This design comes from an exercise in tuning for small area, a short achievable clock period and few clock cycles per item on the open sky130 flow, not from production work. Function was checked by simulation only, so behaviour that the tests miss may differ from the original.

// conv33
module conv33 #(
    parameter                       DATA_WIDTH = 8,
    parameter                       MUL_WIDTH  = 16,
    parameter                       OUT_WIDTH  = 32
)(
    input  wire                     clk,
    input  wire                     rst,
    input  wire                     start,
    output wire                     done,
    input  wire                     input_valid_in,
    output wire                     input_ready_out,
    input  wire                     weight_valid_in,
    output wire                     weight_ready_out,
    output wire                     out_valid_out,
    input  wire                     out_ready_in,
    input  wire [DATA_WIDTH-1:0]    weight_data,
    input  wire [DATA_WIDTH-1:0]    data_in_0_0,
    input  wire [DATA_WIDTH-1:0]    data_in_0_1,
    input  wire [DATA_WIDTH-1:0]    data_in_0_2,
    input  wire [DATA_WIDTH-1:0]    data_in_1_0,
    input  wire [DATA_WIDTH-1:0]    data_in_1_1,
    input  wire [DATA_WIDTH-1:0]    data_in_1_2,
    input  wire [DATA_WIDTH-1:0]    data_in_2_0,
    input  wire [DATA_WIDTH-1:0]    data_in_2_1,
    input  wire [DATA_WIDTH-1:0]    data_in_2_2,
    output wire [OUT_WIDTH-1:0]     out_data
);
Settings: LEC_CHECK=0, CAP_MARGIN=20, CORE_MARGIN=2, CORE_UTILIZATION=65, PLACE_DENSITY=0.8, SLEW_MARGIN=20, SYNTH_HIERARCHICAL=1; clock period 12.0 ns.
standard.sh (not shown) runs the stock make flow with config.mk's settings and CLKGATE_MAP_FILE= SYNTH_SCRIPT=/design/flow/synth_recipe.tcl, a recipe that flattens the netlist after the stock synthesis.
==> flow/flow/run.sh <==
#!/bin/bash
# The standard layout (standard.sh, unchanged synthesis) with these changes:
# - every port still gets its own buffer, but a sky130_fd_sc_hd__buf_1
#   instead of the delay-cell buffer that buffer_ports picks by default;
#   flow/io_fix.tcl (run after global placement) makes the buffers on the
#   combinational handshake ports (out_ready_in, done, input_ready_out)
#   sky130_fd_sc_hd__buf_2;
# - clock tree synthesis uses clkbuf_4 buffers and no dummy loads (the same
#   CTS command and options as the standard flow otherwise).
set -euo pipefail
bash standard.sh \
  "BUFFER_PORTS_ARGS=-buffer_cell sky130_fd_sc_hd__buf_1" \
  "POST_GLOBAL_PLACE_TCL=$(pwd)/flow/io_fix.tcl" \
  "CTS_ARGS=-sink_clustering_enable -repair_clock_nets -buf_list sky130_fd_sc_hd__clkbuf_4 -dont_use_dummy_load" \
  finish > standard.log 2>&1
==> flow/flow/io_fix.tcl <==
# Run after global placement (POST_GLOBAL_PLACE_TCL). The ports were
# buffered with sky130_fd_sc_hd__buf_1; the buffers on the ports of the
# combinational handshake paths (out_ready_in to done and input_ready_out)
# are made sky130_fd_sc_hd__buf_2.
foreach port {out_ready_in done input_ready_out} {
  foreach pin [get_pins -of_objects [get_nets $port]] {
    set inst [get_cells -of_objects $pin]
    if {[get_property [get_lib_cells -of_objects $inst] name] eq "sky130_fd_sc_hd__buf_1"} {
      puts "io_fix: [get_full_name $inst] on $port -> sky130_fd_sc_hd__buf_2"
      replace_cell $inst sky130_fd_sc_hd__buf_2
    }
  }
}
Testbench counts at the start, summed over its fixed seeds: cycles 4,192, items 4,096.
Change:
--- a/flow/design.v
+++ b/flow/design.v
@@ -1834,28 +1834,73 @@
     wire s555, c555;
     conv33_ha u_s555 (.a(m[35]), .b(s554), .s(s555), .co(c555));
     wire s556 = ~(m[36] ^ m[37]);
     wire c556 = m[36] | m[37];
     wire s557, c557;
     conv33_ha u_s557 (.a(c554), .b(s556), .s(s557), .co(c557));
     wire s558 = ~(m[38] ^ m[39]);
     wire c558 = m[38] | m[39];
     wire s559, c559;
     conv33_ha u_s559 (.a(c556), .b(s558), .s(s559), .co(c559));
     wire [18:0] row_s = {c558, c557, c555, c553, c552, c550, c548, c546, c545, c544, c543, c541, s541, s540, s539, c537, s537, s536, m[0]};
     wire [18:0] row_c = {c559, s559, s557, s555, s553, s552, s550, s548, s546, s545, s544, s543, 1'b0, 1'b0, 1'b0, s538, 1'b0, 1'b0, 1'b0};
+    wire [18:0] g = row_s & row_c;
+    wire [18:0] p = row_s ^ row_c;
+    wire bg0 = g[1] | (p[1] & g[0]);
+    wire bg1 = g[3] | (p[3] & g[2]);
+    wire bp1 = p[3] & p[2];
+    wire bg2 = g[5] | (p[5] & g[4]);
+    wire bp2 = p[5] & p[4];
+    wire bg3 = g[7] | (p[7] & g[6]);
+    wire bp3 = p[7] & p[6];
+    wire bg4 = g[9] | (p[9] & g[8]);
+    wire bp4 = p[9] & p[8];
+    wire bg5 = g[11] | (p[11] & g[10]);
+    wire bp5 = p[11] & p[10];
+    wire bg6 = g[13] | (p[13] & g[12]);
+    wire bp6 = p[13] & p[12];
+    wire bg7 = g[15] | (p[15] & g[14]);
+    wire bp7 = p[15] & p[14];
+    wire bg8 = g[17] | (p[17] & g[16]);
+    wire bp8 = p[17] & p[16];
+    wire bg9 = bg1 | (bp1 & bg0);
+    wire bg10 = bg3 | (bp3 & bg2);
+    wire bp10 = bp3 & bp2;
+    wire bg11 = bg5 | (bp5 & bg4);
+    wire bp11 = bp5 & bp4;
+    wire bg12 = bg7 | (bp7 & bg6);
+    wire bp12 = bp7 & bp6;
+    wire bg13 = bg10 | (bp10 & bg9);
+    wire bg14 = bg12 | (bp12 & bg11);
+    wire bp14 = bp12 & bp11;
+    wire bg15 = bg14 | (bp14 & bg13);
+    wire bg16 = bg11 | (bp11 & bg13);
+    wire bg17 = bg2 | (bp2 & bg9);
+    wire bg18 = bg4 | (bp4 & bg13);
+    wire bg19 = bg6 | (bp6 & bg16);
+    wire bg20 = bg8 | (bp8 & bg15);
+    wire bg21 = g[2] | (p[2] & bg0);
+    wire bg22 = g[4] | (p[4] & bg9);
+    wire bg23 = g[6] | (p[6] & bg17);
+    wire bg24 = g[8] | (p[8] & bg13);
+    wire bg25 = g[10] | (p[10] & bg18);
+    wire bg26 = g[12] | (p[12] & bg16);
+    wire bg27 = g[14] | (p[14] & bg19);
+    wire bg28 = g[16] | (p[16] & bg15);
+    wire bg29 = g[18] | (p[18] & bg20);
+    wire [18:0] carry = {bg20, bg28, bg15, bg27, bg19, bg26, bg16, bg25, bg18, bg24, bg13, bg23, bg17, bg22, bg9, bg21, bg0, g[0], 1'b0};
     reg [18:0] total;
     always @(posedge clk) begin
         if (advance)
-            total <= ~(row_s + row_c);
+            total <= ~(p ^ carry);
     end
     assign result = {{13{total[18]}}, total};
 endmodule
 module conv33_fa (input wire a, input wire b, input wire c, output wire s, output wire co);
     assign s  = a ^ b ^ c;
     assign co = (a & b) | (a & c) | (b & c);
 endmodule
 module conv33_ha (input wire a, input wire b, output wire s, output wire co);
     assign s  = a ^ b;
     assign co = a & b;
 endmodule
 module conv33 #(
First-iteration DRC count goes up by a few percent.
Non-clock buffer count goes down by 1.
Setup slack is about the same.
Sequential share of layout area goes up by 0.16 points.
Routed wire length goes down by a few percent.
Fmax stays flat.
Clock-buffer cell count is unchanged.
Critical path depth does not change.
Clock skew goes down by 0.0067 ns.
Testbench counts after the change, summed over its fixed seeds: cycles 4,192, items 4,096.

-- afterwards: timing with drivers on the ports --
No port has a modelled driver above. Below, the same layouts with a new extraction and two added sets of constraints.
Step 1 sets driving cells, clkbuf_16 on the clock port and buf_2 on the other inputs (assumed; they add their load-dependent delay and slew).
Step 2 also shifts input and output timing later by t, the mid clock arrival at the registers, as if the neighbouring blocks saw the same clock.
Slacks: ideal ports / drivers / drivers and shift; pairs: ideal ports / drivers.
run	t, ns	setup WS [ns]	worst setup path after step 2	clock arrival spread, ns
the first run	0.792	6.797 / 6.779 / 6.779	input to output	0.092 / 0.092
the second run	0.790	6.799 / 6.780 / 6.780	input to output	0.086 / 0.086
After both steps every run listed still meets setup and hold. For the second run, which loses most, drivers alone change the setup slack by -0.019 ns; drivers and shift together by -0.019 ns.
